From an optimization exercise on the open Yosys and OpenROAD flow, aimed at small area, a short achievable clock period and few clock cycles per item; shortcuts taken in it are not production practice.
The RTL was checked by simulation tests, not by an equivalence proof against the original design.

==> flow/design.v, too long to show whole: its modules and the start of the top module <==
// module Calvalid: 906 lines
// module CalvalidR: 225 lines
// module LowN: 9 lines
// module LowR: 3 lines
// module HiBit: 5 lines
// module LowBit: 4 lines
// module And2: 3 lines
// module And3: 3 lines
// module And4: 3 lines
// module Nand2: 3 lines
// module Nand3: 3 lines
// module Nor2: 3 lines
// module Nor3: 3 lines
// module FullAdd: 4 lines
// module HitTest: 40 lines
// module Magnitude: 12 lines
// module RippleSub: 35 lines
module HitTest(
    input clk,
    input rst,
    input start,
    input rsel,
    input [15:0] x,
    input [15:0] y,
    input [15:0] notex,
    input [15:0] notey,
    input signed [15:0] indx,
    input signed [15:0] indy,
    output valJR,
    output valE,
    output valr,
    output valR,
    output reg ready
);
  // ...
==> flow/flow/run.sh <==
#!/bin/bash
set -euo pipefail
B="BUFFER_PORTS_ARGS=-buffer_cell sky130_fd_sc_hd__buf_1"
R=orfs/results/sky130hd/HitTest/base
bash standard.sh "$B" floorplan > standard_floorplan.log 2>&1
cat > upsize.tcl <<EOT
read_liberty $FLOW_HOME/platforms/sky130hd/lib/sky130_fd_sc_hd__tt_025C_1v80.lib
read_db $R/2_floorplan.odb
set n 0
foreach inst [[ord::get_db_block] getInsts] {
  set name [\$inst getName]
  if {[[\$inst getMaster] getName] eq "sky130_fd_sc_hd__dfxtp_1" && [string match {[nm][ab][xy]*} \$name]} {
    replace_cell \$name sky130_fd_sc_hd__dfxtp_4
    incr n
  }
}
puts "upsized \$n registers"
write_db $R/2_floorplan.odb
EOT
openroad -no_init -exit upsize.tcl > upsize.log 2>&1
bash standard.sh "$B" SETUP_MOVE_SEQUENCE=sizeup,swap finish > standard_finish.log 2>&1
==> flow/standard.sh <==
#!/bin/bash
# synth_recipe.tcl (not shown) runs the flow's synth.tcl, then flattens the netlist and writes it again
# the make line also repeats each setting of config.mk as NAME=value (left out here)
make -C /OpenROAD-flow-scripts/flow DESIGN_CONFIG=/design/flow/config.mk WORK_HOME=/design/flow/orfs CLKGATE_MAP_FILE= SYNTH_SCRIPT=/design/flow/synth_recipe.tcl "${@:-finish}"
==> flow/config.mk <==
export PLATFORM = sky130hd
export DESIGN_NAME = HitTest
export DESIGN_NICKNAME = HitTest
export VERILOG_FILES = /design/flow/design.v
export SDC_FILE = /design/flow/constraint.sdc
export NUM_CORES = 4
export LEC_CHECK = 0
export CAP_MARGIN = 20
export CORE_MARGIN = 2
export CORE_UTILIZATION = 60
export SETUP_SLACK_MARGIN = 3.3
export SLEW_MARGIN = 20
export SYNTH_HIERARCHICAL = 1
export SYNTH_MINIMUM_KEEP_SIZE = 0
==> flow/constraint.sdc <==
create_clock -name core_clock -period 10.0 [get_ports {clk}]
set_input_delay 2.0000 -clock core_clock [delete_from_list [all_inputs] [get_ports {clk}]]
set_output_delay 2.0000 -clock core_clock [all_outputs]
set_load 0.01 [all_outputs]
==> run notes, run 1 <==
outcome complete, no violations; Setup crit end kind primary output; Non-CTS buffers 107; met3 Resource Use GR 8.287%; slowest cell delay on critical path 0.54 ns; CTS Buf Count 9; routed vias/inst 6.520; mux contribution to synthesized area 0%; Tightest Pin Transition 1.166 ns; #FFs+latches synth 68; hpwl dp 33590 microns; post-CTS setup buffer count 0; vias in the first global route 12.15k; Hold EP rs; Critical Path Start nax[9]; DR top layer met4; dominant kind of cell by area multi-input gates; Synth Area in Compound Gates around 6.4%; grt ovf 0; relative slew slack 21.19%; final std cells w/o fill approximately 1.8k; Floorplan Core Area between 0.02 and 0.025 sq mm; post-layout util 64.75%; largest cells by area after synthesis fa_1, dfxtp_1, nor2_1, ha_1, xnor2_1; WL/cell 23.91 microns; Met3 Routed Length roughly 4500 microns; Critical-path top delay cell dfxtp_4; grt met1 use around 50%; final WL 42870 microns; Root Buffer clkbuf_16; # Taps 319; 1st-iter DRT viols 1188; Boundary Pins ~110
Testbench counts, summed over its fixed seeds: cycles 16,000, items 16,000.
==> run 2: changes to the inputs <==
==> flow/design.v (replaced) <==
module Calvalid(
    input [15:0] na, nb,
    input rsel,
    output inJR, inE, inR
);
wire [15:0] a = ~na;
wire [15:0] b = ~nb;
wire t1 = a[1] & ~a[0];
wire t2 = a[2] & ~a[1];
wire t3 = a[3] & ~a[2];
wire t4 = a[4] & ~a[3];
wire t5 = a[5] & ~a[4];
wire t6 = a[6] & ~a[5];
wire t7 = a[7] & ~a[6];
wire t8 = a[8] & ~a[7];
wire t9 = a[9] & ~a[8];
wire t10 = a[10] & ~a[9];
wire t11 = a[11] & ~a[10];
wire t12 = a[12] & ~a[11];
wire t13 = a[13] & ~a[12];
wire t14 = a[14] & ~a[13];
wire t15 = a[15] & ~a[14];
wire t16 = a[0] & a[1];
wire t17 = a[0] & a[2];
wire t18 = a[0] & a[3];
wire t19 = a[0] & a[4];
wire t20 = a[0] & a[5];
wire t21 = a[0] & a[6];
wire t22 = a[0] & a[7];
wire t23 = a[0] & a[8];
wire t24 = a[0] & a[9];
wire t25 = a[0] & a[10];
wire t26 = a[0] & a[11];
wire t27 = a[0] & a[12];
wire t28 = a[0] & a[13];
wire t29 = a[0] & a[14];
wire t30 = a[0] & a[15];
wire t31 = a[1] & a[2];
wire t32 = a[1] & a[3];
wire t33 = a[1] & a[4];
wire t34 = a[1] & a[5];
wire t35 = a[1] & a[6];
wire t36 = a[1] & a[7];
wire t37 = a[1] & a[8];
wire t38 = a[1] & a[9];
wire t39 = a[1] & a[10];
wire t40 = a[1] & a[11];
wire t41 = a[1] & a[12];
wire t42 = a[1] & a[13];
wire t43 = a[1] & a[14];
wire t44 = a[1] & a[15];
wire t45 = a[2] & a[3];
wire t46 = a[2] & a[4];
wire t47 = a[2] & a[5];
wire t48 = a[2] & a[6];
wire t49 = a[2] & a[7];
wire t50 = a[2] & a[8];
wire t51 = a[2] & a[9];
wire t52 = a[2] & a[10];
wire t53 = a[2] & a[11];
wire t54 = a[2] & a[12];
wire t55 = a[2] & a[13];
wire t56 = a[2] & a[14];
wire t57 = a[2] & a[15];
wire t58 = a[3] & a[4];
wire t59 = a[3] & a[5];
wire t60 = a[3] & a[6];
wire t61 = a[3] & a[7];
wire t62 = a[3] & a[8];
wire t63 = a[3] & a[9];
wire t64 = a[3] & a[10];
wire t65 = a[3] & a[11];
wire t66 = a[3] & a[12];
wire t67 = a[3] & a[13];
wire t68 = a[3] & a[14];
wire t69 = a[3] & a[15];
wire t70 = a[4] & a[5];
wire t71 = a[4] & a[6];
wire t72 = a[4] & a[7];
wire t73 = a[4] & a[8];
wire t74 = a[4] & a[9];
wire t75 = a[4] & a[10];
wire t76 = a[4] & a[11];
wire t77 = a[4] & a[12];
wire t78 = a[4] & a[13];
wire t79 = a[4] & a[14];
wire t80 = a[4] & a[15];
wire t81 = a[5] & a[6];
wire t82 = a[5] & a[7];
wire t83 = a[5] & a[8];
wire t84 = a[5] & a[9];
wire t85 = a[5] & a[10];
wire t86 = a[5] & a[11];
wire t87 = a[5] & a[12];
wire t88 = a[5] & a[13];
wire t89 = a[5] & a[14];
wire t90 = a[5] & a[15];
wire t91 = a[6] & a[7];
wire t92 = a[6] & a[8];
wire t93 = a[6] & a[9];
wire t94 = a[6] & a[10];
wire t95 = a[6] & a[11];
wire t96 = a[6] & a[12];
wire t97 = a[6] & a[13];
wire t98 = a[6] & a[14];
wire t99 = a[6] & a[15];
wire t100 = a[7] & a[8];
wire t101 = a[7] & a[9];
wire t102 = a[7] & a[10];
wire t103 = a[7] & a[11];
wire t104 = a[7] & a[12];
wire t105 = a[7] & a[13];
wire t106 = a[7] & a[14];
wire t107 = a[7] & a[15];
wire t108 = a[8] & a[9];
wire t109 = a[8] & a[10];
wire t110 = a[8] & a[11];
wire t111 = a[8] & a[12];
wire t112 = a[8] & a[13];
wire t113 = a[8] & a[14];
wire t114 = a[8] & a[15];
wire t115 = a[9] & a[10];
wire t116 = a[9] & a[11];
wire t117 = a[9] & a[12];
wire t118 = a[9] & a[13];
wire t119 = a[9] & a[14];
wire t120 = a[9] & a[15];
wire t121 = a[10] & a[11];
wire t122 = a[10] & a[12];
wire t123 = a[10] & a[13];
wire t124 = a[10] & a[14];
wire t125 = a[10] & a[15];
wire t126 = a[11] & a[12];
wire t127 = a[11] & a[13];
wire t128 = a[11] & a[14];
wire t129 = a[11] & a[15];
wire t130 = a[12] & a[13];
wire t131 = a[12] & a[14];
wire t132 = a[12] & a[15];
wire t133 = a[13] & a[14];
wire t134 = a[13] & a[15];
wire t135 = a[14] & a[15];
wire t136 = b[1] & ~b[0];
wire t137 = b[2] & ~b[1];
wire t138 = b[3] & ~b[2];
wire t139 = b[4] & ~b[3];
wire t140 = b[5] & ~b[4];
wire t141 = b[6] & ~b[5];
wire t142 = b[7] & ~b[6];
wire t143 = b[8] & ~b[7];
wire t144 = b[9] & ~b[8];
wire t145 = b[10] & ~b[9];
wire t146 = b[11] & ~b[10];
wire t147 = b[12] & ~b[11];
wire t148 = b[13] & ~b[12];
wire t149 = b[14] & ~b[13];
wire t150 = b[15] & ~b[14];
wire t151 = b[0] & b[1];
wire t152 = b[0] & b[2];
wire t153 = b[0] & b[3];
wire t154 = b[0] & b[4];
wire t155 = b[0] & b[5];
wire t156 = b[0] & b[6];
wire t157 = b[0] & b[7];
wire t158 = b[0] & b[8];
wire t159 = b[0] & b[9];
wire t160 = b[0] & b[10];
wire t161 = b[0] & b[11];
wire t162 = b[0] & b[12];
wire t163 = b[0] & b[13];
wire t164 = b[0] & b[14];
wire t165 = b[0] & b[15];
wire t166 = b[1] & b[2];
wire t167 = b[1] & b[3];
wire t168 = b[1] & b[4];
wire t169 = b[1] & b[5];
wire t170 = b[1] & b[6];
wire t171 = b[1] & b[7];
wire t172 = b[1] & b[8];
wire t173 = b[1] & b[9];
wire t174 = b[1] & b[10];
wire t175 = b[1] & b[11];
wire t176 = b[1] & b[12];
wire t177 = b[1] & b[13];
wire t178 = b[1] & b[14];
wire t179 = b[1] & b[15];
wire t180 = b[2] & b[3];
wire t181 = b[2] & b[4];
wire t182 = b[2] & b[5];
wire t183 = b[2] & b[6];
wire t184 = b[2] & b[7];
wire t185 = b[2] & b[8];
wire t186 = b[2] & b[9];
wire t187 = b[2] & b[10];
wire t188 = b[2] & b[11];
wire t189 = b[2] & b[12];
wire t190 = b[2] & b[13];
wire t191 = b[2] & b[14];
wire t192 = b[2] & b[15];
wire t193 = b[3] & b[4];
wire t194 = b[3] & b[5];
wire t195 = b[3] & b[6];
wire t196 = b[3] & b[7];
wire t197 = b[3] & b[8];
wire t198 = b[3] & b[9];
wire t199 = b[3] & b[10];
wire t200 = b[3] & b[11];
wire t201 = b[3] & b[12];
wire t202 = b[3] & b[13];
wire t203 = b[3] & b[14];
wire t204 = b[3] & b[15];
wire t205 = b[4] & b[5];
wire t206 = b[4] & b[6];
wire t207 = b[4] & b[7];
wire t208 = b[4] & b[8];
wire t209 = b[4] & b[9];
wire t210 = b[4] & b[10];
wire t211 = b[4] & b[11];
wire t212 = b[4] & b[12];
wire t213 = b[4] & b[13];
wire t214 = b[4] & b[14];
wire t215 = b[4] & b[15];
wire t216 = b[5] & b[6];
wire t217 = b[5] & b[7];
wire t218 = b[5] & b[8];
wire t219 = b[5] & b[9];
wire t220 = b[5] & b[10];
wire t221 = b[5] & b[11];
wire t222 = b[5] & b[12];
wire t223 = b[5] & b[13];
wire t224 = b[5] & b[14];
wire t225 = b[5] & b[15];
wire t226 = b[6] & b[7];
wire t227 = b[6] & b[8];
wire t228 = b[6] & b[9];
wire t229 = b[6] & b[10];
wire t230 = b[6] & b[11];
wire t231 = b[6] & b[12];
wire t232 = b[6] & b[13];
wire t233 = b[6] & b[14];
wire t234 = b[6] & b[15];
wire t235 = b[7] & b[8];
wire t236 = b[7] & b[9];
wire t237 = b[7] & b[10];
wire t238 = b[7] & b[11];
wire t239 = b[7] & b[12];
wire t240 = b[7] & b[13];
wire t241 = b[7] & b[14];
wire t242 = b[7] & b[15];
wire t243 = b[8] & b[9];
wire t244 = b[8] & b[10];
wire t245 = b[8] & b[11];
wire t246 = b[8] & b[12];
wire t247 = b[8] & b[13];
wire t248 = b[8] & b[14];
wire t249 = b[8] & b[15];
wire t250 = b[9] & b[10];
wire t251 = b[9] & b[11];
wire t252 = b[9] & b[12];
wire t253 = b[9] & b[13];
wire t254 = b[9] & b[14];
wire t255 = b[9] & b[15];
wire t256 = b[10] & b[11];
wire t257 = b[10] & b[12];
wire t258 = b[10] & b[13];
wire t259 = b[10] & b[14];
wire t260 = b[10] & b[15];
wire t261 = b[11] & b[12];
wire t262 = b[11] & b[13];
wire t263 = b[11] & b[14];
wire t264 = b[11] & b[15];
wire t265 = b[12] & b[13];
wire t266 = b[12] & b[14];
wire t267 = b[12] & b[15];
wire t268 = b[13] & b[14];
wire t269 = b[13] & b[15];
wire t270 = b[14] & b[15];
wire s271, c271;
FullAdd fa271(.a(t16), .b(t17), .c(t151), .s(s271), .co(c271));
wire s272, c272;
FullAdd fa272(.a(t2), .b(t18), .c(t137), .s(s272), .co(c272));
wire s273, c273;
FullAdd fa273(.a(t19), .b(t31), .c(t32), .s(s273), .co(c273));
wire s274, c274;
FullAdd fa274(.a(t154), .b(t166), .c(t167), .s(s274), .co(c274));
wire s275, c275;
FullAdd fa275(.a(t3), .b(t20), .c(t33), .s(s275), .co(c275));
wire s276, c276;
FullAdd fa276(.a(t138), .b(t155), .c(t168), .s(s276), .co(c276));
wire s277, c277;
FullAdd fa277(.a(t21), .b(t34), .c(t45), .s(s277), .co(c277));
wire s278, c278;
FullAdd fa278(.a(t46), .b(t156), .c(t169), .s(s278), .co(c278));
wire s279 = t180 ^ t181;
wire c279 = t180 & t181;
wire s280, c280;
FullAdd fa280(.a(t4), .b(t22), .c(t35), .s(s280), .co(c280));
wire s281, c281;
FullAdd fa281(.a(t47), .b(t139), .c(t157), .s(s281), .co(c281));
wire s282 = t170 ^ t182;
wire c282 = t170 & t182;
wire s283, c283;
FullAdd fa283(.a(t23), .b(t36), .c(t48), .s(s283), .co(c283));
wire s284, c284;
FullAdd fa284(.a(t58), .b(t59), .c(t158), .s(s284), .co(c284));
wire s285, c285;
FullAdd fa285(.a(t171), .b(t183), .c(t193), .s(s285), .co(c285));
wire s286, c286;
FullAdd fa286(.a(t5), .b(t24), .c(t37), .s(s286), .co(c286));
wire s287, c287;
FullAdd fa287(.a(t49), .b(t60), .c(t140), .s(s287), .co(c287));
wire s288, c288;
FullAdd fa288(.a(t159), .b(t172), .c(t184), .s(s288), .co(c288));
wire s289, c289;
FullAdd fa289(.a(t25), .b(t38), .c(t50), .s(s289), .co(c289));
wire s290, c290;
FullAdd fa290(.a(t61), .b(t70), .c(t71), .s(s290), .co(c290));
wire s291, c291;
FullAdd fa291(.a(t160), .b(t173), .c(t185), .s(s291), .co(c291));
wire s292, c292;
FullAdd fa292(.a(t196), .b(t205), .c(t206), .s(s292), .co(c292));
wire s293, c293;
FullAdd fa293(.a(t6), .b(t26), .c(t39), .s(s293), .co(c293));
wire s294, c294;
FullAdd fa294(.a(t51), .b(t62), .c(t72), .s(s294), .co(c294));
wire s295, c295;
FullAdd fa295(.a(t141), .b(t161), .c(t174), .s(s295), .co(c295));
wire s296, c296;
FullAdd fa296(.a(t186), .b(t197), .c(t207), .s(s296), .co(c296));
wire s297, c297;
FullAdd fa297(.a(t27), .b(t40), .c(t52), .s(s297), .co(c297));
wire s298, c298;
FullAdd fa298(.a(t63), .b(t73), .c(t81), .s(s298), .co(c298));
wire s299 = t82 ^ t162;
wire c299 = t82 & t162;
wire s300, c300;
FullAdd fa300(.a(t7), .b(t28), .c(t41), .s(s300), .co(c300));
wire s301, c301;
FullAdd fa301(.a(t53), .b(t64), .c(t74), .s(s301), .co(c301));
wire s302, c302;
FullAdd fa302(.a(t29), .b(t42), .c(t54), .s(s302), .co(c302));
wire s303, c303;
FullAdd fa303(.a(t65), .b(t75), .c(t84), .s(s303), .co(c303));
wire s304 = t91 ^ t92;
wire c304 = t91 & t92;
wire s305, c305;
FullAdd fa305(.a(t8), .b(t30), .c(t43), .s(s305), .co(c305));
wire s306, c306;
FullAdd fa306(.a(t55), .b(t66), .c(t76), .s(s306), .co(c306));
wire s307, c307;
FullAdd fa307(.a(t85), .b(t93), .c(t143), .s(s307), .co(c307));
wire s308, c308;
FullAdd fa308(.a(t44), .b(t56), .c(t67), .s(s308), .co(c308));
wire s309, c309;
FullAdd fa309(.a(t77), .b(t86), .c(t94), .s(s309), .co(c309));
wire s310, c310;
FullAdd fa310(.a(t100), .b(t101), .c(t179), .s(s310), .co(c310));
wire s311, c311;
FullAdd fa311(.a(t9), .b(t57), .c(t68), .s(s311), .co(c311));
wire s312, c312;
FullAdd fa312(.a(t78), .b(t87), .c(t95), .s(s312), .co(c312));
wire s313, c313;
FullAdd fa313(.a(t69), .b(t79), .c(t88), .s(s313), .co(c313));
wire s314 = t96 ^ t103;
wire c314 = t96 & t103;
wire s315 = t10 ^ t80;
wire c315 = t10 & t80;
wire s316 = t153 ^ c271;
wire c316 = t153 & c271;
wire s317, c317;
FullAdd fa317(.a(c272), .b(s273), .c(s274), .s(s317), .co(c317));
wire s318, c318;
FullAdd fa318(.a(c273), .b(c274), .c(s275), .s(s318), .co(c318));
wire s319, c319;
FullAdd fa319(.a(s279), .b(c275), .c(c276), .s(s319), .co(c319));
wire s320 = s277 ^ s278;
wire c320 = s277 & s278;
wire s321, c321;
FullAdd fa321(.a(c279), .b(s282), .c(c277), .s(s321), .co(c321));
wire s322, c322;
FullAdd fa322(.a(c278), .b(s280), .c(s281), .s(s322), .co(c322));
wire s323, c323;
FullAdd fa323(.a(t194), .b(c282), .c(c280), .s(s323), .co(c323));
wire s324, c324;
FullAdd fa324(.a(c281), .b(s283), .c(s284), .s(s324), .co(c324));
wire s325, c325;
FullAdd fa325(.a(t195), .b(c283), .c(c284), .s(s325), .co(c325));
wire s326, c326;
FullAdd fa326(.a(c285), .b(s286), .c(s287), .s(s326), .co(c326));
wire s327, c327;
FullAdd fa327(.a(c286), .b(c287), .c(c288), .s(s327), .co(c327));
wire s328, c328;
FullAdd fa328(.a(s289), .b(s290), .c(s291), .s(s328), .co(c328));
wire s329, c329;
FullAdd fa329(.a(c289), .b(c290), .c(c291), .s(s329), .co(c329));
wire s330, c330;
FullAdd fa330(.a(c292), .b(s293), .c(s294), .s(s330), .co(c330));
wire s331 = s295 ^ s296;
wire c331 = s295 & s296;
wire s332, c332;
FullAdd fa332(.a(t175), .b(t187), .c(t198), .s(s332), .co(c332));
wire s333, c333;
FullAdd fa333(.a(t208), .b(t216), .c(t217), .s(s333), .co(c333));
wire s334, c334;
FullAdd fa334(.a(s299), .b(c293), .c(c294), .s(s334), .co(c334));
wire s335 = c295 ^ c296;
wire c335 = c295 & c296;
wire s336, c336;
FullAdd fa336(.a(t83), .b(t142), .c(t163), .s(s336), .co(c336));
wire s337, c337;
FullAdd fa337(.a(t176), .b(t188), .c(t199), .s(s337), .co(c337));
wire s338, c338;
FullAdd fa338(.a(t209), .b(t218), .c(c299), .s(s338), .co(c338));
wire s339, c339;
FullAdd fa339(.a(c297), .b(c298), .c(s300), .s(s339), .co(c339));
wire s340, c340;
FullAdd fa340(.a(t164), .b(t177), .c(t189), .s(s340), .co(c340));
wire s341, c341;
FullAdd fa341(.a(t200), .b(t210), .c(t219), .s(s341), .co(c341));
wire s342, c342;
FullAdd fa342(.a(t226), .b(t227), .c(s304), .s(s342), .co(c342));
wire s343, c343;
FullAdd fa343(.a(c300), .b(c301), .c(s302), .s(s343), .co(c343));
wire s344, c344;
FullAdd fa344(.a(t165), .b(t178), .c(t190), .s(s344), .co(c344));
wire s345, c345;
FullAdd fa345(.a(t201), .b(t211), .c(t220), .s(s345), .co(c345));
wire s346, c346;
FullAdd fa346(.a(t228), .b(c304), .c(c302), .s(s346), .co(c346));
wire s347, c347;
FullAdd fa347(.a(c303), .b(s305), .c(s306), .s(s347), .co(c347));
wire s348, c348;
FullAdd fa348(.a(t191), .b(t202), .c(t212), .s(s348), .co(c348));
wire s349, c349;
FullAdd fa349(.a(t221), .b(t229), .c(t235), .s(s349), .co(c349));
wire s350, c350;
FullAdd fa350(.a(t236), .b(c305), .c(c306), .s(s350), .co(c350));
wire s351, c351;
FullAdd fa351(.a(c307), .b(s308), .c(s309), .s(s351), .co(c351));
wire s352, c352;
FullAdd fa352(.a(t102), .b(t144), .c(t192), .s(s352), .co(c352));
wire s353, c353;
FullAdd fa353(.a(t203), .b(t213), .c(t222), .s(s353), .co(c353));
wire s354, c354;
FullAdd fa354(.a(t230), .b(t237), .c(c308), .s(s354), .co(c354));
wire s355, c355;
FullAdd fa355(.a(c309), .b(c310), .c(s311), .s(s355), .co(c355));
wire s356, c356;
FullAdd fa356(.a(t108), .b(t109), .c(t204), .s(s356), .co(c356));
wire s357, c357;
FullAdd fa357(.a(t214), .b(t223), .c(t231), .s(s357), .co(c357));
wire s358, c358;
FullAdd fa358(.a(t238), .b(t243), .c(t244), .s(s358), .co(c358));
wire s359, c359;
FullAdd fa359(.a(s314), .b(c311), .c(c312), .s(s359), .co(c359));
wire s360, c360;
FullAdd fa360(.a(t89), .b(t97), .c(t104), .s(s360), .co(c360));
wire s361, c361;
FullAdd fa361(.a(t110), .b(t145), .c(t215), .s(s361), .co(c361));
wire s362, c362;
FullAdd fa362(.a(t224), .b(t232), .c(t239), .s(s362), .co(c362));
wire s363, c363;
FullAdd fa363(.a(t245), .b(c314), .c(s315), .s(s363), .co(c363));
wire s364, c364;
FullAdd fa364(.a(t90), .b(t98), .c(t105), .s(s364), .co(c364));
wire s365, c365;
FullAdd fa365(.a(t111), .b(t115), .c(t116), .s(s365), .co(c365));
wire s366, c366;
FullAdd fa366(.a(t225), .b(t233), .c(t240), .s(s366), .co(c366));
wire s367, c367;
FullAdd fa367(.a(t246), .b(t250), .c(t251), .s(s367), .co(c367));
wire s368, c368;
FullAdd fa368(.a(t11), .b(t99), .c(t106), .s(s368), .co(c368));
wire s369, c369;
FullAdd fa369(.a(t112), .b(t117), .c(t146), .s(s369), .co(c369));
wire s370 = t234 ^ t241;
wire c370 = t234 & t241;
wire s371, c371;
FullAdd fa371(.a(t107), .b(t113), .c(t118), .s(s371), .co(c371));
wire s372, c372;
FullAdd fa372(.a(t121), .b(t122), .c(t242), .s(s372), .co(c372));
wire s373 = t12 ^ t114;
wire c373 = t12 & t114;
wire s374 = s276 ^ c317;
wire c374 = s276 & c317;
wire s375, c375;
FullAdd fa375(.a(s320), .b(s319), .c(c318), .s(s375), .co(c375));
wire s376, c376;
FullAdd fa376(.a(c320), .b(c319), .c(s321), .s(s376), .co(c376));
wire s377, c377;
FullAdd fa377(.a(s285), .b(c321), .c(s323), .s(s377), .co(c377));
wire s378 = c322 ^ s324;
wire c378 = c322 & s324;
wire s379, c379;
FullAdd fa379(.a(s288), .b(c323), .c(s325), .s(s379), .co(c379));
wire s380 = c324 ^ s326;
wire c380 = c324 & s326;
wire s381, c381;
FullAdd fa381(.a(s292), .b(c325), .c(s327), .s(s381), .co(c381));
wire s382 = c326 ^ s328;
wire c382 = c326 & s328;
wire s383, c383;
FullAdd fa383(.a(s331), .b(c327), .c(s329), .s(s383), .co(c383));
wire s384 = c328 ^ s330;
wire c384 = c328 & s330;
wire s385, c385;
FullAdd fa385(.a(s332), .b(s333), .c(s297), .s(s385), .co(c385));
wire s386, c386;
FullAdd fa386(.a(s298), .b(c331), .c(s335), .s(s386), .co(c386));
wire s387 = c329 ^ s334;
wire c387 = c329 & s334;
wire s388, c388;
FullAdd fa388(.a(c332), .b(c333), .c(s336), .s(s388), .co(c388));
wire s389, c389;
FullAdd fa389(.a(s337), .b(s301), .c(c335), .s(s389), .co(c389));
wire s390, c390;
FullAdd fa390(.a(s338), .b(c334), .c(s339), .s(s390), .co(c390));
wire s391, c391;
FullAdd fa391(.a(c336), .b(c337), .c(s340), .s(s391), .co(c391));
wire s392, c392;
FullAdd fa392(.a(s341), .b(s303), .c(c338), .s(s392), .co(c392));
wire s393, c393;
FullAdd fa393(.a(s342), .b(c339), .c(s343), .s(s393), .co(c393));
wire s394, c394;
FullAdd fa394(.a(c340), .b(c341), .c(s344), .s(s394), .co(c394));
wire s395, c395;
FullAdd fa395(.a(s345), .b(s307), .c(c342), .s(s395), .co(c395));
wire s396, c396;
FullAdd fa396(.a(s346), .b(c343), .c(s347), .s(s396), .co(c396));
wire s397, c397;
FullAdd fa397(.a(c344), .b(c345), .c(s348), .s(s397), .co(c397));
wire s398, c398;
FullAdd fa398(.a(s349), .b(s310), .c(c346), .s(s398), .co(c398));
wire s399, c399;
FullAdd fa399(.a(s350), .b(c347), .c(s351), .s(s399), .co(c399));
wire s400, c400;
FullAdd fa400(.a(c348), .b(c349), .c(s352), .s(s400), .co(c400));
wire s401, c401;
FullAdd fa401(.a(s353), .b(s312), .c(c350), .s(s401), .co(c401));
wire s402, c402;
FullAdd fa402(.a(s354), .b(c351), .c(s355), .s(s402), .co(c402));
wire s403, c403;
FullAdd fa403(.a(c352), .b(c353), .c(s356), .s(s403), .co(c403));
wire s404, c404;
FullAdd fa404(.a(s357), .b(s358), .c(s313), .s(s404), .co(c404));
wire s405, c405;
FullAdd fa405(.a(c354), .b(s359), .c(c355), .s(s405), .co(c405));
wire s406, c406;
FullAdd fa406(.a(c313), .b(c356), .c(c357), .s(s406), .co(c406));
wire s407, c407;
FullAdd fa407(.a(c358), .b(s360), .c(s361), .s(s407), .co(c407));
wire s408, c408;
FullAdd fa408(.a(s362), .b(s363), .c(c359), .s(s408), .co(c408));
wire s409, c409;
FullAdd fa409(.a(c315), .b(c360), .c(c361), .s(s409), .co(c409));
wire s410, c410;
FullAdd fa410(.a(c362), .b(s364), .c(s365), .s(s410), .co(c410));
wire s411, c411;
FullAdd fa411(.a(s366), .b(s367), .c(c363), .s(s411), .co(c411));
wire s412, c412;
FullAdd fa412(.a(t247), .b(t252), .c(s370), .s(s412), .co(c412));
wire s413, c413;
FullAdd fa413(.a(c364), .b(c365), .c(c366), .s(s413), .co(c413));
wire s414, c414;
FullAdd fa414(.a(c367), .b(s368), .c(s369), .s(s414), .co(c414));
wire s415, c415;
FullAdd fa415(.a(t248), .b(t253), .c(t256), .s(s415), .co(c415));
wire s416, c416;
FullAdd fa416(.a(t257), .b(c370), .c(c368), .s(s416), .co(c416));
wire s417, c417;
FullAdd fa417(.a(c369), .b(s371), .c(s372), .s(s417), .co(c417));
wire s418, c418;
FullAdd fa418(.a(t119), .b(t123), .c(t147), .s(s418), .co(c418));
wire s419, c419;
FullAdd fa419(.a(t249), .b(t254), .c(t258), .s(s419), .co(c419));
wire s420, c420;
FullAdd fa420(.a(s373), .b(c371), .c(c372), .s(s420), .co(c420));
wire s421, c421;
FullAdd fa421(.a(t120), .b(t124), .c(t126), .s(s421), .co(c421));
wire s422, c422;
FullAdd fa422(.a(t127), .b(t255), .c(t259), .s(s422), .co(c422));
wire s423, c423;
FullAdd fa423(.a(t261), .b(t262), .c(c373), .s(s423), .co(c423));
wire s424, c424;
FullAdd fa424(.a(t13), .b(t125), .c(t128), .s(s424), .co(c424));
wire s425 = t148 ^ t260;
wire c425 = t148 & t260;
wire s426, c426;
FullAdd fa426(.a(t129), .b(t130), .c(t131), .s(s426), .co(c426));
wire s427 = s322 ^ c375;
wire c427 = s322 & c375;
wire s428, c428;
FullAdd fa428(.a(s378), .b(c376), .c(s377), .s(s428), .co(c428));
wire s429, c429;
FullAdd fa429(.a(c378), .b(s380), .c(c377), .s(s429), .co(c429));
wire s430, c430;
FullAdd fa430(.a(c380), .b(s382), .c(c379), .s(s430), .co(c430));
wire s431, c431;
FullAdd fa431(.a(c382), .b(s384), .c(c381), .s(s431), .co(c431));
wire s432, c432;
FullAdd fa432(.a(c330), .b(s385), .c(s386), .s(s432), .co(c432));
wire s433 = s387 ^ c384;
wire c433 = s387 & c384;
wire s434, c434;
FullAdd fa434(.a(c385), .b(s388), .c(s389), .s(s434), .co(c434));
wire s435, c435;
FullAdd fa435(.a(c386), .b(c387), .c(s390), .s(s435), .co(c435));
wire s436, c436;
FullAdd fa436(.a(c388), .b(s391), .c(c389), .s(s436), .co(c436));
wire s437, c437;
FullAdd fa437(.a(s392), .b(c390), .c(s393), .s(s437), .co(c437));
wire s438, c438;
FullAdd fa438(.a(c391), .b(s394), .c(c392), .s(s438), .co(c438));
wire s439, c439;
FullAdd fa439(.a(s395), .b(c393), .c(s396), .s(s439), .co(c439));
wire s440, c440;
FullAdd fa440(.a(c394), .b(s397), .c(c395), .s(s440), .co(c440));
wire s441, c441;
FullAdd fa441(.a(s398), .b(c396), .c(s399), .s(s441), .co(c441));
wire s442, c442;
FullAdd fa442(.a(c397), .b(s400), .c(c398), .s(s442), .co(c442));
wire s443, c443;
FullAdd fa443(.a(s401), .b(c399), .c(s402), .s(s443), .co(c443));
wire s444, c444;
FullAdd fa444(.a(c400), .b(s403), .c(s404), .s(s444), .co(c444));
wire s445, c445;
FullAdd fa445(.a(c401), .b(s405), .c(c402), .s(s445), .co(c445));
wire s446, c446;
FullAdd fa446(.a(s406), .b(c403), .c(c404), .s(s446), .co(c446));
wire s447, c447;
FullAdd fa447(.a(s407), .b(c405), .c(s408), .s(s447), .co(c447));
wire s448, c448;
FullAdd fa448(.a(c406), .b(s409), .c(c407), .s(s448), .co(c448));
wire s449, c449;
FullAdd fa449(.a(s410), .b(s411), .c(c408), .s(s449), .co(c449));
wire s450, c450;
FullAdd fa450(.a(s412), .b(c409), .c(s413), .s(s450), .co(c450));
wire s451, c451;
FullAdd fa451(.a(c410), .b(s414), .c(c411), .s(s451), .co(c451));
wire s452, c452;
FullAdd fa452(.a(s415), .b(c412), .c(c413), .s(s452), .co(c452));
wire s453, c453;
FullAdd fa453(.a(s416), .b(c414), .c(s417), .s(s453), .co(c453));
wire s454, c454;
FullAdd fa454(.a(c415), .b(s418), .c(s419), .s(s454), .co(c454));
wire s455, c455;
FullAdd fa455(.a(c416), .b(s420), .c(c417), .s(s455), .co(c455));
wire s456, c456;
FullAdd fa456(.a(c418), .b(c419), .c(s421), .s(s456), .co(c456));
wire s457, c457;
FullAdd fa457(.a(s422), .b(s423), .c(c420), .s(s457), .co(c457));
wire s458, c458;
FullAdd fa458(.a(t263), .b(s425), .c(c421), .s(s458), .co(c458));
wire s459, c459;
FullAdd fa459(.a(c422), .b(s424), .c(c423), .s(s459), .co(c459));
wire s460, c460;
FullAdd fa460(.a(t264), .b(t265), .c(t266), .s(s460), .co(c460));
wire s461, c461;
FullAdd fa461(.a(c425), .b(c424), .c(s426), .s(s461), .co(c461));
wire s462, c462;
FullAdd fa462(.a(t14), .b(t132), .c(t149), .s(s462), .co(c462));
wire s463 = t267 ^ c426;
wire c463 = t267 & c426;
wire s464, c464;
FullAdd fa464(.a(t133), .b(t134), .c(t268), .s(s464), .co(c464));
wire s465 = s379 ^ s429;
wire c465 = s379 & s429;
wire s466, c466;
FullAdd fa466(.a(s381), .b(c429), .c(s430), .s(s466), .co(c466));
wire s467, c467;
FullAdd fa467(.a(s383), .b(c430), .c(s431), .s(s467), .co(c467));
wire s468, c468;
FullAdd fa468(.a(c383), .b(s433), .c(s432), .s(s468), .co(c468));
wire s469, c469;
FullAdd fa469(.a(c433), .b(s434), .c(c432), .s(s469), .co(c469));
wire s470, c470;
FullAdd fa470(.a(c434), .b(s436), .c(c435), .s(s470), .co(c470));
wire s471, c471;
FullAdd fa471(.a(c436), .b(s438), .c(c437), .s(s471), .co(c471));
wire s472, c472;
FullAdd fa472(.a(c438), .b(s440), .c(c439), .s(s472), .co(c472));
wire s473, c473;
FullAdd fa473(.a(c440), .b(s442), .c(c441), .s(s473), .co(c473));
wire s474, c474;
FullAdd fa474(.a(s444), .b(c442), .c(c443), .s(s474), .co(c474));
wire s475, c475;
FullAdd fa475(.a(s446), .b(c444), .c(s447), .s(s475), .co(c475));
wire s476, c476;
FullAdd fa476(.a(c446), .b(s448), .c(s449), .s(s476), .co(c476));
wire s477, c477;
FullAdd fa477(.a(c448), .b(s450), .c(s451), .s(s477), .co(c477));
wire s478, c478;
FullAdd fa478(.a(c450), .b(s452), .c(s453), .s(s478), .co(c478));
wire s479, c479;
FullAdd fa479(.a(s454), .b(c452), .c(s455), .s(s479), .co(c479));
wire s480, c480;
FullAdd fa480(.a(c454), .b(s456), .c(c455), .s(s480), .co(c480));
wire s481, c481;
FullAdd fa481(.a(s458), .b(c456), .c(s459), .s(s481), .co(c481));
wire s482, c482;
FullAdd fa482(.a(s460), .b(c458), .c(s461), .s(s482), .co(c482));
wire s483, c483;
FullAdd fa483(.a(c460), .b(s462), .c(s463), .s(s483), .co(c483));
wire s484, c484;
FullAdd fa484(.a(t269), .b(c462), .c(s464), .s(s484), .co(c484));
wire s485 = t15 ^ t150;
wire c485 = t15 & t150;
wire s486 = c431 ^ s468;
wire c486 = c431 & s468;
wire s487, c487;
FullAdd fa487(.a(s435), .b(c468), .c(s469), .s(s487), .co(c487));
wire s488, c488;
FullAdd fa488(.a(s437), .b(c469), .c(s470), .s(s488), .co(c488));
wire s489, c489;
FullAdd fa489(.a(s439), .b(c470), .c(s471), .s(s489), .co(c489));
wire s490, c490;
FullAdd fa490(.a(s441), .b(c471), .c(s472), .s(s490), .co(c490));
wire s491, c491;
FullAdd fa491(.a(s443), .b(c472), .c(s473), .s(s491), .co(c491));
wire s492, c492;
FullAdd fa492(.a(s445), .b(c473), .c(s474), .s(s492), .co(c492));
wire s493, c493;
FullAdd fa493(.a(c445), .b(c474), .c(s475), .s(s493), .co(c493));
wire s494, c494;
FullAdd fa494(.a(c447), .b(s476), .c(c475), .s(s494), .co(c494));
wire s495, c495;
FullAdd fa495(.a(c449), .b(s477), .c(c476), .s(s495), .co(c495));
wire s496, c496;
FullAdd fa496(.a(c451), .b(s478), .c(c477), .s(s496), .co(c496));
wire s497, c497;
FullAdd fa497(.a(c453), .b(s479), .c(c478), .s(s497), .co(c497));
wire s498, c498;
FullAdd fa498(.a(s457), .b(s480), .c(c479), .s(s498), .co(c498));
wire s499, c499;
FullAdd fa499(.a(c457), .b(s481), .c(c480), .s(s499), .co(c499));
wire s500, c500;
FullAdd fa500(.a(c459), .b(s482), .c(c481), .s(s500), .co(c500));
wire s501, c501;
FullAdd fa501(.a(c461), .b(s483), .c(c482), .s(s501), .co(c501));
wire s502, c502;
FullAdd fa502(.a(c463), .b(s484), .c(c483), .s(s502), .co(c502));
wire s503, c503;
FullAdd fa503(.a(s485), .b(c464), .c(c484), .s(s503), .co(c503));
wire s504 = t135 ^ t270 ^ c485;
wire s505 = a[0] ^ b[0];
wire c505 = a[0] & b[0];
wire s506 = t1 ^ t136;
wire c506 = t1 & t136;
wire s507, c507;
FullAdd fa507(.a(t152), .b(c506), .c(s271), .s(s507), .co(c507));
wire s508, c508;
FullAdd fa508(.a(s272), .b(s316), .c(c507), .s(s508), .co(c508));
wire s509, c509;
FullAdd fa509(.a(c316), .b(s317), .c(c508), .s(s509), .co(c509));
wire [5:0] ll = {s509, s508, s507, s506, c505, s505};
wire cr = c509;
wire [6:0] lx = {c466, c465, c428, c427, s376, c374, s318};
wire [6:0] ly = {s467, s466, s465, s428, s427, s375, s374};
wire cl;
wire h510;
LowBit #(.ZI(0)) hb510(.x(s486), .y(c467), .c(cl), .ok(h510));
wire okl = h510;
wire h511;
HiBit #(.ZI(0), .ZP(0)) hb511(.x(s487), .y(c486), .xp(s486), .yp(c467), .ok(h511));
wire h512;
HiBit #(.ZI(0), .ZP(0)) hb512(.x(s488), .y(c487), .xp(s487), .yp(c486), .ok(h512));
wire h513;
HiBit #(.ZI(0), .ZP(0)) hb513(.x(s489), .y(c488), .xp(s488), .yp(c487), .ok(h513));
wire h514;
HiBit #(.ZI(0), .ZP(0)) hb514(.x(s490), .y(c489), .xp(s489), .yp(c488), .ok(h514));
wire h515;
HiBit #(.ZI(0), .ZP(0)) hb515(.x(s491), .y(c490), .xp(s490), .yp(c489), .ok(h515));
wire h516;
HiBit #(.ZI(0), .ZP(0)) hb516(.x(s492), .y(c491), .xp(s491), .yp(c490), .ok(h516));
wire h517;
HiBit #(.ZI(0), .ZP(0)) hb517(.x(s493), .y(c492), .xp(s492), .yp(c491), .ok(h517));
wire h518;
HiBit #(.ZI(0), .ZP(0)) hb518(.x(s494), .y(c493), .xp(s493), .yp(c492), .ok(h518));
wire h519;
HiBit #(.ZI(0), .ZP(0)) hb519(.x(s495), .y(c494), .xp(s494), .yp(c493), .ok(h519));
wire h520;
HiBit #(.ZI(0), .ZP(0)) hb520(.x(s496), .y(c495), .xp(s495), .yp(c494), .ok(h520));
wire h521;
HiBit #(.ZI(0), .ZP(0)) hb521(.x(s497), .y(c496), .xp(s496), .yp(c495), .ok(h521));
wire h522;
HiBit #(.ZI(0), .ZP(0)) hb522(.x(s498), .y(c497), .xp(s497), .yp(c496), .ok(h522));
wire h523;
HiBit #(.ZI(0), .ZP(0)) hb523(.x(s499), .y(c498), .xp(s498), .yp(c497), .ok(h523));
wire h524;
HiBit #(.ZI(0), .ZP(0)) hb524(.x(s500), .y(c499), .xp(s499), .yp(c498), .ok(h524));
wire h525;
HiBit #(.ZI(0), .ZP(0)) hb525(.x(s501), .y(c500), .xp(s500), .yp(c499), .ok(h525));
wire h526;
HiBit #(.ZI(0), .ZP(0)) hb526(.x(s502), .y(c501), .xp(s501), .yp(c500), .ok(h526));
wire h527;
HiBit #(.ZI(0), .ZP(0)) hb527(.x(s503), .y(c502), .xp(s502), .yp(c501), .ok(h527));
wire h528;
HiBit #(.ZI(0), .ZP(0)) hb528(.x(s504), .y(c503), .xp(s503), .yp(c502), .ok(h528));
wire lJR, lE, lR;
LowN low(.ll(ll), .cr(cr), .lx(lx), .ly(ly), .rsel(rsel), .c(cl), .inJR(lJR), .inE(lE), .inR(lR));
wire q529;
Nand3 g529(.a(h511), .b(h512), .c(h513), .y(q529));
wire q530;
Nand3 g530(.a(h514), .b(h515), .c(h516), .y(q530));
wire q531;
Nand3 g531(.a(h517), .b(h518), .c(h519), .y(q531));
wire q532;
Nand3 g532(.a(h520), .b(h521), .c(h522), .y(q532));
wire q533;
Nand3 g533(.a(h523), .b(h524), .c(h525), .y(q533));
wire q534;
Nand3 g534(.a(h526), .b(h527), .c(h528), .y(q534));
wire q535;
Nor3 g535(.a(q529), .b(q530), .c(q531), .y(q535));
wire q536;
Nor3 g536(.a(q532), .b(q533), .c(q534), .y(q536));
And4 g537(.a(q535), .b(q536), .c(lJR), .d(okl), .y(inJR));
And4 g538(.a(q535), .b(q536), .c(lE), .d(okl), .y(inE));
And4 g539(.a(q535), .b(q536), .c(lR), .d(okl), .y(inR));
endmodule
module CalvalidR(
    input [15:0] ma, mb,
    input rsel,
    output inR
);
wire [5:0] s3 = {ma[2:0], mb[2:0]};
wire near = (ma[15:3] == 13'd0) & (mb[15:3] == 13'd0) & (
    (s3 == 6'd0) |
    (s3 == 6'd1) |
    (s3 == 6'd2) |
    (s3 == 6'd3) |
    (s3 == 6'd4) |
    (s3 == 6'd5) |
    (~rsel & (s3 == 6'd6)) |
    (s3 == 6'd8) |
    (s3 == 6'd9) |
    (s3 == 6'd10) |
    (s3 == 6'd11) |
    (s3 == 6'd12) |
    (s3 == 6'd13) |
    (~rsel & (s3 == 6'd14)) |
    (s3 == 6'd16) |
    (s3 == 6'd17) |
    (s3 == 6'd18) |
    (s3 == 6'd19) |
    (s3 == 6'd20) |
    (~rsel & (s3 == 6'd21)) |
    (s3 == 6'd24) |
    (s3 == 6'd25) |
    (s3 == 6'd26) |
    (s3 == 6'd27) |
    (s3 == 6'd28) |
    (~rsel & (s3 == 6'd29)) |
    (s3 == 6'd32) |
    (s3 == 6'd33) |
    (s3 == 6'd34) |
    (s3 == 6'd35) |
    (~rsel & (s3 == 6'd36)) |
    (s3 == 6'd40) |
    (s3 == 6'd41) |
    (~rsel & (s3 == 6'd42)) |
    (~rsel & (s3 == 6'd43)) |
    (~rsel & (s3 == 6'd48)) |
    (~rsel & (s3 == 6'd49)));
wire ma0_0 = ma[3:0] == 4'd0;
wire ma0_1 = ma[3:0] == 4'd1;
wire ma0_2 = ma[3:0] == 4'd2;
wire ma0_4 = ma[3:0] == 4'd4;
wire ma0_5 = ma[3:0] == 4'd5;
wire ma0_7 = ma[3:0] == 4'd7;
wire ma0_8 = ma[3:0] == 4'd8;
wire ma0_10 = ma[3:0] == 4'd10;
wire ma0_11 = ma[3:0] == 4'd11;
wire ma0_12 = ma[3:0] == 4'd12;
wire ma0_13 = ma[3:0] == 4'd13;
wire ma0_14 = ma[3:0] == 4'd14;
wire ma1_0 = ma[7:4] == 4'd0;
wire ma1_1 = ma[7:4] == 4'd1;
wire ma1_2 = ma[7:4] == 4'd2;
wire ma1_3 = ma[7:4] == 4'd3;
wire ma1_4 = ma[7:4] == 4'd4;
wire ma1_5 = ma[7:4] == 4'd5;
wire ma1_7 = ma[7:4] == 4'd7;
wire ma1_8 = ma[7:4] == 4'd8;
wire ma1_9 = ma[7:4] == 4'd9;
wire ma1_10 = ma[7:4] == 4'd10;
wire ma1_11 = ma[7:4] == 4'd11;
wire ma1_12 = ma[7:4] == 4'd12;
wire ma1_14 = ma[7:4] == 4'd14;
wire ma1_15 = ma[7:4] == 4'd15;
wire ma2_0 = ma[11:8] == 4'd0;
wire ma2_1 = ma[11:8] == 4'd1;
wire ma2_2 = ma[11:8] == 4'd2;
wire ma2_3 = ma[11:8] == 4'd3;
wire ma2_4 = ma[11:8] == 4'd4;
wire ma2_5 = ma[11:8] == 4'd5;
wire ma2_6 = ma[11:8] == 4'd6;
wire ma2_7 = ma[11:8] == 4'd7;
wire ma2_8 = ma[11:8] == 4'd8;
wire ma2_9 = ma[11:8] == 4'd9;
wire ma2_10 = ma[11:8] == 4'd10;
wire ma2_11 = ma[11:8] == 4'd11;
wire ma2_12 = ma[11:8] == 4'd12;
wire ma2_13 = ma[11:8] == 4'd13;
wire ma2_14 = ma[11:8] == 4'd14;
wire ma2_15 = ma[11:8] == 4'd15;
wire ma3_0 = ma[15:12] == 4'd0;
wire ma3_1 = ma[15:12] == 4'd1;
wire ma3_2 = ma[15:12] == 4'd2;
wire ma3_3 = ma[15:12] == 4'd3;
wire ma3_4 = ma[15:12] == 4'd4;
wire ma3_6 = ma[15:12] == 4'd6;
wire ma3_7 = ma[15:12] == 4'd7;
wire ma3_8 = ma[15:12] == 4'd8;
wire ma3_9 = ma[15:12] == 4'd9;
wire ma3_10 = ma[15:12] == 4'd10;
wire ma3_11 = ma[15:12] == 4'd11;
wire ma3_12 = ma[15:12] == 4'd12;
wire ma3_13 = ma[15:12] == 4'd13;
wire ma3_14 = ma[15:12] == 4'd14;
wire ma3_15 = ma[15:12] == 4'd15;
wire mb0_0 = mb[3:0] == 4'd0;
wire mb0_1 = mb[3:0] == 4'd1;
wire mb0_2 = mb[3:0] == 4'd2;
wire mb0_4 = mb[3:0] == 4'd4;
wire mb0_5 = mb[3:0] == 4'd5;
wire mb0_7 = mb[3:0] == 4'd7;
wire mb0_8 = mb[3:0] == 4'd8;
wire mb0_10 = mb[3:0] == 4'd10;
wire mb0_11 = mb[3:0] == 4'd11;
wire mb0_12 = mb[3:0] == 4'd12;
wire mb0_13 = mb[3:0] == 4'd13;
wire mb0_14 = mb[3:0] == 4'd14;
wire mb1_0 = mb[7:4] == 4'd0;
wire mb1_1 = mb[7:4] == 4'd1;
wire mb1_2 = mb[7:4] == 4'd2;
wire mb1_3 = mb[7:4] == 4'd3;
wire mb1_4 = mb[7:4] == 4'd4;
wire mb1_5 = mb[7:4] == 4'd5;
wire mb1_7 = mb[7:4] == 4'd7;
wire mb1_8 = mb[7:4] == 4'd8;
wire mb1_9 = mb[7:4] == 4'd9;
wire mb1_10 = mb[7:4] == 4'd10;
wire mb1_11 = mb[7:4] == 4'd11;
wire mb1_12 = mb[7:4] == 4'd12;
wire mb1_14 = mb[7:4] == 4'd14;
wire mb1_15 = mb[7:4] == 4'd15;
wire mb2_0 = mb[11:8] == 4'd0;
wire mb2_1 = mb[11:8] == 4'd1;
wire mb2_2 = mb[11:8] == 4'd2;
wire mb2_3 = mb[11:8] == 4'd3;
wire mb2_4 = mb[11:8] == 4'd4;
wire mb2_5 = mb[11:8] == 4'd5;
wire mb2_6 = mb[11:8] == 4'd6;
wire mb2_7 = mb[11:8] == 4'd7;
wire mb2_8 = mb[11:8] == 4'd8;
wire mb2_9 = mb[11:8] == 4'd9;
wire mb2_10 = mb[11:8] == 4'd10;
wire mb2_11 = mb[11:8] == 4'd11;
wire mb2_12 = mb[11:8] == 4'd12;
wire mb2_13 = mb[11:8] == 4'd13;
wire mb2_14 = mb[11:8] == 4'd14;
wire mb2_15 = mb[11:8] == 4'd15;
wire mb3_0 = mb[15:12] == 4'd0;
wire mb3_1 = mb[15:12] == 4'd1;
wire mb3_2 = mb[15:12] == 4'd2;
wire mb3_3 = mb[15:12] == 4'd3;
wire mb3_4 = mb[15:12] == 4'd4;
wire mb3_6 = mb[15:12] == 4'd6;
wire mb3_7 = mb[15:12] == 4'd7;
wire mb3_8 = mb[15:12] == 4'd8;
wire mb3_9 = mb[15:12] == 4'd9;
wire mb3_10 = mb[15:12] == 4'd10;
wire mb3_11 = mb[15:12] == 4'd11;
wire mb3_12 = mb[15:12] == 4'd12;
wire mb3_13 = mb[15:12] == 4'd13;
wire mb3_14 = mb[15:12] == 4'd14;
wire mb3_15 = mb[15:12] == 4'd15;
wire wrap =
    (ma3_0 & ma2_2 & ma1_0 & ma0_0 & mb3_15 & mb2_15 & mb1_15 & mb0_14) |   
    (ma3_0 & ma2_15 & ma1_15 & ma0_14 & mb3_15 & mb2_15 & mb1_8 & mb0_0) |   
    (ma3_1 & ma2_10 & ma1_0 & ma0_11 & mb3_15 & mb2_14 & mb1_10 & mb0_12) |   
    (ma3_1 & ma2_10 & ma1_3 & ma0_2 & mb3_15 & mb2_14 & mb1_10 & mb0_8) |   
    (ma3_1 & ma2_14 & ma1_2 & ma0_14 & mb3_15 & mb2_14 & mb1_3 & mb0_7) |   
    (ma3_1 & ma2_14 & ma1_5 & ma0_8 & mb3_15 & mb2_14 & mb1_3 & mb0_2) |   
    (ma3_2 & ma2_5 & ma1_11 & ma0_13 & mb3_15 & mb2_13 & mb1_3 & mb0_4) |   
    (ma3_2 & ma2_12 & ma1_3 & ma0_2 & mb3_15 & mb2_12 & mb1_2 & mb0_8) |   
    (ma3_2 & ma2_14 & ma1_2 & ma0_8 & mb3_15 & mb2_11 & mb1_12 & mb0_14) |   
    (ma3_3 & ma2_6 & ma1_3 & ma0_14 & mb3_15 & mb2_10 & mb1_3 & mb0_0) |   
    (ma3_3 & ma2_8 & ma1_3 & ma0_0 & mb3_15 & mb2_9 & mb1_12 & mb0_2) |   
    (ma3_3 & ma2_15 & ma1_0 & ma0_2 & mb3_15 & mb2_8 & mb1_2 & mb0_0) |   
    (ma3_4 & ma2_5 & ma1_12 & ma0_2 & mb3_15 & mb2_6 & mb1_5 & mb0_0) |   
    (ma3_4 & ma2_7 & ma1_11 & ma0_0 & mb3_15 & mb2_5 & mb1_12 & mb0_2) |   
    (ma3_4 & ma2_9 & ma1_15 & ma0_7 & mb3_15 & mb2_5 & mb1_1 & mb0_5) |   
    (ma3_4 & ma2_15 & ma1_14 & ma0_1 & mb3_15 & mb2_3 & mb1_3 & mb0_8) |   
    (ma3_6 & ma2_2 & ma1_7 & ma0_8 & mb3_14 & mb2_12 & mb1_4 & mb0_14) |   
    (ma3_6 & ma2_4 & ma1_4 & ma0_14 & mb3_14 & mb2_11 & mb1_8 & mb0_8) |   
    (ma3_6 & ma2_10 & ma1_11 & ma0_8 & mb3_14 & mb2_8 & mb1_11 & mb0_2) |   
    (ma3_7 & ma2_1 & ma1_0 & ma0_8 & mb3_14 & mb2_5 & mb1_11 & mb0_2) |   
    (ma3_7 & ma2_3 & ma1_15 & ma0_0 & mb3_14 & mb2_4 & mb1_3 & mb0_14) |   
    (ma3_7 & ma2_8 & ma1_7 & ma0_12 & mb3_14 & mb2_1 & mb1_14 & mb0_0) |   
    (ma3_7 & ma2_10 & ma1_2 & ma0_0 & mb3_14 & mb2_0 & mb1_15 & mb0_14) |   
    (ma3_8 & ma2_0 & ma1_3 & ma0_14 & mb3_13 & mb2_13 & mb1_9 & mb0_0) |   
    (ma3_8 & ma2_3 & ma1_15 & ma0_8 & mb3_13 & mb2_11 & mb1_5 & mb0_13) |   
    (ma3_9 & ma2_1 & ma1_4 & ma0_10 & mb3_13 & mb2_2 & mb1_12 & mb0_7) |   
    (ma3_9 & ma2_9 & ma1_9 & ma0_8 & mb3_12 & mb2_12 & mb1_12 & mb0_14) |   
    (ma3_9 & ma2_9 & ma1_9 & ma0_12 & mb3_12 & mb2_12 & mb1_12 & mb0_11) |   
    (ma3_9 & ma2_11 & ma1_3 & ma0_2 & mb3_12 & mb2_11 & mb1_9 & mb0_8) |   
    (ma3_10 & ma2_0 & ma1_11 & ma0_2 & mb3_12 & mb2_7 & mb1_4 & mb0_8) |   
    (ma3_10 & ma2_6 & ma1_1 & ma0_8 & mb3_12 & mb2_2 & mb1_12 & mb0_14) |   
    (ma3_10 & ma2_13 & ma1_12 & ma0_0 & mb3_11 & mb2_12 & mb1_0 & mb0_2) |   
    (ma3_11 & ma2_12 & ma1_0 & ma0_2 & mb3_10 & mb2_13 & mb1_12 & mb0_0) |   
    (ma3_12 & ma2_2 & ma1_12 & ma0_14 & mb3_10 & mb2_6 & mb1_1 & mb0_8) |   
    (ma3_12 & ma2_7 & ma1_4 & ma0_8 & mb3_10 & mb2_0 & mb1_11 & mb0_2) |   
    (ma3_12 & ma2_11 & ma1_9 & ma0_8 & mb3_9 & mb2_11 & mb1_3 & mb0_2) |   
    (ma3_12 & ma2_12 & ma1_12 & ma0_11 & mb3_9 & mb2_9 & mb1_9 & mb0_12) |   
    (ma3_12 & ma2_12 & ma1_12 & ma0_14 & mb3_9 & mb2_9 & mb1_9 & mb0_8) |   
    (ma3_13 & ma2_2 & ma1_12 & ma0_7 & mb3_9 & mb2_1 & mb1_4 & mb0_10) |   
    (ma3_13 & ma2_11 & ma1_5 & ma0_13 & mb3_8 & mb2_3 & mb1_15 & mb0_8) |   
    (ma3_13 & ma2_13 & ma1_9 & ma0_0 & mb3_8 & mb2_0 & mb1_3 & mb0_14) |   
    (ma3_14 & ma2_0 & ma1_15 & ma0_14 & mb3_7 & mb2_10 & mb1_2 & mb0_0) |   
    (ma3_14 & ma2_1 & ma1_14 & ma0_0 & mb3_7 & mb2_8 & mb1_7 & mb0_12) |   
    (ma3_14 & ma2_4 & ma1_3 & ma0_14 & mb3_7 & mb2_3 & mb1_15 & mb0_0) |   
    (ma3_14 & ma2_5 & ma1_11 & ma0_2 & mb3_7 & mb2_1 & mb1_0 & mb0_8) |   
    (ma3_14 & ma2_8 & ma1_11 & ma0_2 & mb3_6 & mb2_10 & mb1_11 & mb0_8) |   
    (ma3_14 & ma2_11 & ma1_8 & ma0_8 & mb3_6 & mb2_4 & mb1_4 & mb0_14) |   
    (ma3_14 & ma2_12 & ma1_4 & ma0_14 & mb3_6 & mb2_2 & mb1_7 & mb0_8) |   
    (ma3_15 & ma2_3 & ma1_3 & ma0_8 & mb3_4 & mb2_15 & mb1_14 & mb0_1) |   
    (ma3_15 & ma2_5 & ma1_1 & ma0_5 & mb3_4 & mb2_9 & mb1_15 & mb0_7) |   
    (ma3_15 & ma2_5 & ma1_12 & ma0_2 & mb3_4 & mb2_7 & mb1_11 & mb0_0) |   
    (ma3_15 & ma2_6 & ma1_5 & ma0_0 & mb3_4 & mb2_5 & mb1_12 & mb0_2) |   
    (ma3_15 & ma2_8 & ma1_2 & ma0_0 & mb3_3 & mb2_15 & mb1_0 & mb0_2) |   
    (ma3_15 & ma2_9 & ma1_12 & ma0_2 & mb3_3 & mb2_8 & mb1_3 & mb0_0) |   
    (ma3_15 & ma2_10 & ma1_3 & ma0_0 & mb3_3 & mb2_6 & mb1_3 & mb0_14) |   
    (ma3_15 & ma2_11 & ma1_12 & ma0_14 & mb3_2 & mb2_14 & mb1_2 & mb0_8) |   
    (ma3_15 & ma2_12 & ma1_2 & ma0_8 & mb3_2 & mb2_12 & mb1_3 & mb0_2) |   
    (ma3_15 & ma2_13 & ma1_3 & ma0_4 & mb3_2 & mb2_5 & mb1_11 & mb0_13) |   
    (ma3_15 & ma2_14 & ma1_3 & ma0_2 & mb3_1 & mb2_14 & mb1_5 & mb0_8) |   
    (ma3_15 & ma2_14 & ma1_3 & ma0_7 & mb3_1 & mb2_14 & mb1_2 & mb0_14) |   
    (ma3_15 & ma2_14 & ma1_10 & ma0_8 & mb3_1 & mb2_10 & mb1_3 & mb0_2) |   
    (ma3_15 & ma2_14 & ma1_10 & ma0_12 & mb3_1 & mb2_10 & mb1_0 & mb0_11) |   
    (ma3_15 & ma2_15 & ma1_8 & ma0_0 & mb3_0 & mb2_15 & mb1_15 & mb0_14) |   
    (ma3_15 & ma2_15 & ma1_15 & ma0_14 & mb3_0 & mb2_2 & mb1_0 & mb0_0);   
assign inR = near | wrap;
endmodule
module LowN(input [5:0] ll, input cr, input [6:0] lx, ly, input rsel,
            output c, inJR, inE, inR);
wire [6:0] lh;
assign {c, lh} = lx + ly + cr;
wire [12:0] l = {lh, ll};
assign inJR = l <= 13'd5625;
assign inE = l <= 13'd1024;
assign inR = l <= (rsel ? 13'd26 : 13'd37);
endmodule
module LowR(input [5:0] l, input rsel, output inR);
assign inR = l <= (rsel ? 6'd26 : 6'd37);
endmodule
module HiBit #(parameter ZI = 0, ZP = 0) (input x, y, xp, yp, output ok);
wire p = ZI ? ~(x ^ y) : (x ^ y);
wire g = ZP ? (xp & yp) : (xp | yp);
assign ok = p == g;
endmodule
module LowBit #(parameter ZI = 0) (input x, y, c, output ok);
wire p = ZI ? ~(x ^ y) : (x ^ y);
assign ok = p == c;
endmodule
module And2(input a, b, output y);
assign y = a & b;
endmodule
module And3(input a, b, c, output y);
assign y = a & b & c;
endmodule
module And4(input a, b, c, d, output y);
assign y = a & b & c & d;
endmodule
module Nand2(input a, b, output y);
assign y = ~(a & b);
endmodule
module Nand3(input a, b, c, output y);
assign y = ~(a & b & c);
endmodule
module Nor2(input a, b, output y);
assign y = ~(a | b);
endmodule
module Nor3(input a, b, c, output y);
assign y = ~(a | b | c);
endmodule
module FullAdd(input a, b, c, output s, co);
assign s = a ^ b ^ c;
assign co = (a & b) | (c & (a ^ b));
endmodule
module HitTest(
    input clk,
    input rst,
    input start,
    input rsel,
    input [15:0] x,
    input [15:0] y,
    input [15:0] notex,
    input [15:0] notey,
    input signed [15:0] indx,
    input signed [15:0] indy,
    output valJR,
    output valE,
    output valr,
    output valR,
    output reg ready
);
reg [15:0] nax, nay;
reg [15:0] mbx, mby;
reg rs;
wire [16:0] dax, day, dbx, dby;
wire [15:0] nx = ~x, ny = ~y;    
RippleSub subax(.np(nx), .c(notex), .nd(dax));
RippleSub subay(.np(ny), .c(notey), .nd(day));
RippleSub subbx(.np(nx), .c(indx), .nd(dbx));
RippleSub subby(.np(ny), .c(indy), .nd(dby));
wire [15:0] aax, aay, abx, aby;
Magnitude magax(.nd(dax), .m(aax));
Magnitude magay(.nd(day), .m(aay));
Magnitude magbx(.nd(dbx), .m(abx));
Magnitude magby(.nd(dby), .m(aby));
always @(posedge clk) begin
    ready <= start & ~rst;
    nax <= ~aax;
    nay <= ~aay;
    mbx <= abx;
    mby <= aby;
    rs <= rsel;
end
Calvalid calvN(.na(nax), .nb(nay), .rsel(rs), .inJR(valJR), .inE(valE), .inR(valr));
CalvalidR calvI(.ma(mbx), .mb(mby), .rsel(rs), .inR(valR));
endmodule
module Magnitude(
    input [16:0] nd,
    output [15:0] m
);
wire [15:0] c;
assign c[0] = 1'b1;
genvar i;
generate for (i = 1; i < 16; i = i + 1) begin : a
    assign c[i] = c[i - 1] & nd[i - 1];
end endgenerate
assign m = nd[15:0] ^ ({16{nd[16]}} | c);
endmodule
module RippleSub(
    input [15:0] np,
    input [15:0] c,
    output [16:0] nd
);
wire [16:0] u = {np[15], np};
wire [16:0] v = {c[15], c};
wire [17:0] k;
wire [8:0] g = u[8:0] & v[8:0];
wire [8:0] t = u[8:0] | v[8:0];
wire G1 = g[1] | (t[1] & g[0]);
wire G2 = g[3] | (t[3] & g[2]);
wire T2 = t[3] & t[2];
wire G3 = G2 | (T2 & G1);
wire G4 = g[5] | (t[5] & g[4]);
wire T4 = t[5] & t[4];
wire G5 = g[7] | (t[7] & g[6]);
wire T5 = t[7] & t[6];
wire G6 = G5 | (T5 & G4);
wire T6 = T5 & T4;
wire G7 = G6 | (T6 & G3);
wire G8 = g[8] | (t[8] & G7);
assign k[0] = 1'b0;
assign k[9] = G8;
assign nd[0] = u[0] ^ v[0];
assign k[1] = g[0];
genvar i;
generate for (i = 1; i < 17; i = i + 1) begin : r
    if (i != 8) begin : f
        FullAdd fa(.a(u[i]), .b(v[i]), .c(k[i]), .s(nd[i]), .co(k[i + 1]));
    end else begin : e
        assign nd[i] = u[i] ^ v[i] ^ k[i];
    end
end endgenerate
endmodule
--- a/flow/flow/run.sh
+++ b/flow/flow/run.sh
@@ -9,7 +9,7 @@
 set n 0
 foreach inst [[ord::get_db_block] getInsts] {
   set name [\$inst getName]
-  if {[[\$inst getMaster] getName] eq "sky130_fd_sc_hd__dfxtp_1" && [string match {[nm][ab][xy]*} \$name]} {
+  if {[[\$inst getMaster] getName] eq "sky130_fd_sc_hd__dfxtp_1" && [string match {na[xy]*} \$name]} {
     replace_cell \$name sky130_fd_sc_hd__dfxtp_4
     incr n
   }
==> run notes, run 2 <==
outcome complete, no violations; Crit Path Class reg -> out; commonest non-fill, non-tap cell in the layout nor2_1; DRC viols 0; Die Area approximately 0.025 sq mm; critical path arrival 5.12 ns; final WL 45730 microns (+6.7%); MaxCap Viol Count 0; CP bufs+invs 1; vias in the first global route 12.44k (+2.4%); Net Count, Synth just under 2k; Critical Path Start nax[8]; crit path cell chain nor2b_4 -> fa_2 -> fa_1 -> fa_2 -> fa_1 -> fa_1 -> fa_2 -> xnor2_1 -> xnor2_1 -> nand3_1 -> nor3_4 -> and4_4 -> buf_2; mux contribution to synthesized area 0% (unchanged); Post-Synthesis Cells 1498; hpwl dp 36160 microns (+7.7%); crit-path max FO 17; sequential-to-total area share from yosys stat 9.402%; Sink Count 66; relative slew slack 22.44% (+1.2 points); # hold bufs at CTS 0; Root Buffer clkbuf_16; vias 12.10k; share of cells above drive strength 1 9.703%; Synth Area in Compound Gates 7.603% (+1.2 points); final max-slew violation count 0; #FFs+latches synth 66 (-2.9%); 1st-iter DRT viols 1336 (+12%); post-layout util 63.95% (-0.81 points); Floorplan Core Area 0.02326 sq mm (unchanged); largest cells by area after synthesis fa_1, dfxtp_1, nor2_1, xnor2_1, ha_1; Area after DPL 0.01438 sq mm; Tightest Pin Transition 1.148 ns (-0.01789 ns); post-route minimum period 7.121 ns; Post-DRT Antenna Nets 0; slowest cell delay on critical path 0.56 ns (+0.02 ns); I/O Buffers 104; crit path launch type register; mapped cell area 0.01405 sq mm; Boundary Pins 105 (unchanged); Setup crit end kind primary output; Post-Layout Inst Area 0.01488 sq mm; pre-CTS WS between 2 and 3 ns; routed vias/inst 6.573 (+0.82%); cell with the most instances after synthesis nor2_1; grt ovf 0 (unchanged); clock buffer depth 2; WL/cell 24.84 microns (+3.9%); DIE HEIGHT 157.0 microns; Tcrit/Tclk final 71.21%; setup ws final 2.879 ns; Post-Synth Simple-Gate Area 26.28%; combinational family with the most area after synthesis adder cells; Hold EP rs; RSZ-0062 raised after global routing true; fill count 1861; Post-Syn Area per Cell 9.381 sq um; H-tree depth 3; Post-synth ARST share 0%; yosys warns 7; Critical-path top delay cell fa_2; first-pass GRT wire length between 70000 and 80000 microns; CTS Buf Count 9 (unchanged); post-CTS setup buffer count 0 (unchanged)
==> run 2: cell count changes after synthesis, moves of 19 or more <==
cell      delta
or2_2       -28
buf_2       +57
fa_1        -26
inv_1       +34
xnor2_1     +41
clkbuf_1    -58
nor2_1      +19
==> run 2: final cells by class <==
class / count / area share [%]
Clock inverter: 7 / 0.3953
Multi-Input combinational cell: 1239 / 80.65
Inverter: 89 / 2.246
Sequential cell: 66 / 9.690
Clock buffer: 9 / 1.514
Timing Repair Buffer: 105 / 2.700
Antenna cell: 7 / 0.1178
Tap cell: 319 / 2.683
==> run 2: how the worst max path moves through the flow <==
stage,endpoint,cells after the start
2_1_floorplan,nax[7],18
3_3_place_gp,nax[4],18
3_5_place_dp,nax[9],18
4_1_cts,valr,13
5_1_grt,valE,13
6_report,valJR,13
==> run 2: Yosys stat by module (local to each module, per instance), a selection <==
module | cell area, sq um | times used
LowN | 499.2 | 1
RippleSub | 147.6 | 4
Calvalid | 1769 | 1
HitTest | 1575 | 1
Nor3 | 10.01 | 2
FullAdd | 20.02 | 271
And4 | 8.758 | 3
Nand3 | 5.005 | 6
Magnitude | 282.8 | 4
CalvalidR | 2581 | 1
==> run 2: cell families after synthesis <==
kind of cell,after synthesis
buffers and inverters,193
DFF,66
AOI/OAI and AO/OA,158
adders and majority gates,325
and+or+nand+nor,653
xor gates and xnor gates,103
==> run 2: repair_timing <==
item / 4_1_cts / 5_1_grt
endpoints found under the setup margin: 33 / 63
gates resized for setup: 29 / 28
pin swaps: 11 / 11
cloned: 0 / 0
endpoints found under the hold margin: 0 / 0
==> run 2: per-stage QoR <==
step / cells / hold WS [ns]
final: 1841 / 1.749
after global routing: 1839 / 1.743
after detailed placement: 1818 / 2.101
after floorplan: 1498 / 2.028
after global placement: 1818 / 2.095
after CTS: 1834 / 1.743
==> run 2: layer usage <==
| metal | up-vias | wire, microns | global-route usage (%) |
|---|---|---|---|
| met5 | - | 13 | 0 |
| met4 | 2 | 2118 | 14.59 |
| met3 | 178 | 6021 | 10.21 |
| met2 | 834 | 20320 | 58.92 |
| met1 | 5942 | 17260 | 52.57 |
| li1 | 5145 | - | - |
Testbench counts of run 2, summed over its fixed seeds: cycles 16,000, items 16,000.

[re-timing with driven ports]
In the flow no input, the clock included, has a driving cell. The finished layouts below were timed again as built, in two steps. Step 1 (the two cells are an assumption about what drives the block):
set clk [get_ports {clk}]
set_driving_cell -lib_cell sky130_fd_sc_hd__clkbuf_16 $clk
set_driving_cell -lib_cell sky130_fd_sc_hd__buf_2 [delete_from_list [all_inputs] $clk]
Step 2 adds t to the input delays and takes it off the output delays; t is the mean of the earliest and latest rising clock arrival at the registers after step 1. Input paths then give back, and output paths get back, about the clock's delay inside the block. Slacks: no drivers / after step 1 / after step 2; pairs: no drivers / after step 1.
run | t (ns) | slack for setup (ns) | worst data-port slew with drivers (ns)
run 1 | 0.379 | 3.002 / 2.960 / 3.183 | 0.05
run 2 | 0.385 | 2.879 / 2.833 / 3.063 | 0.09
After both steps setup and hold are still met in every run listed.
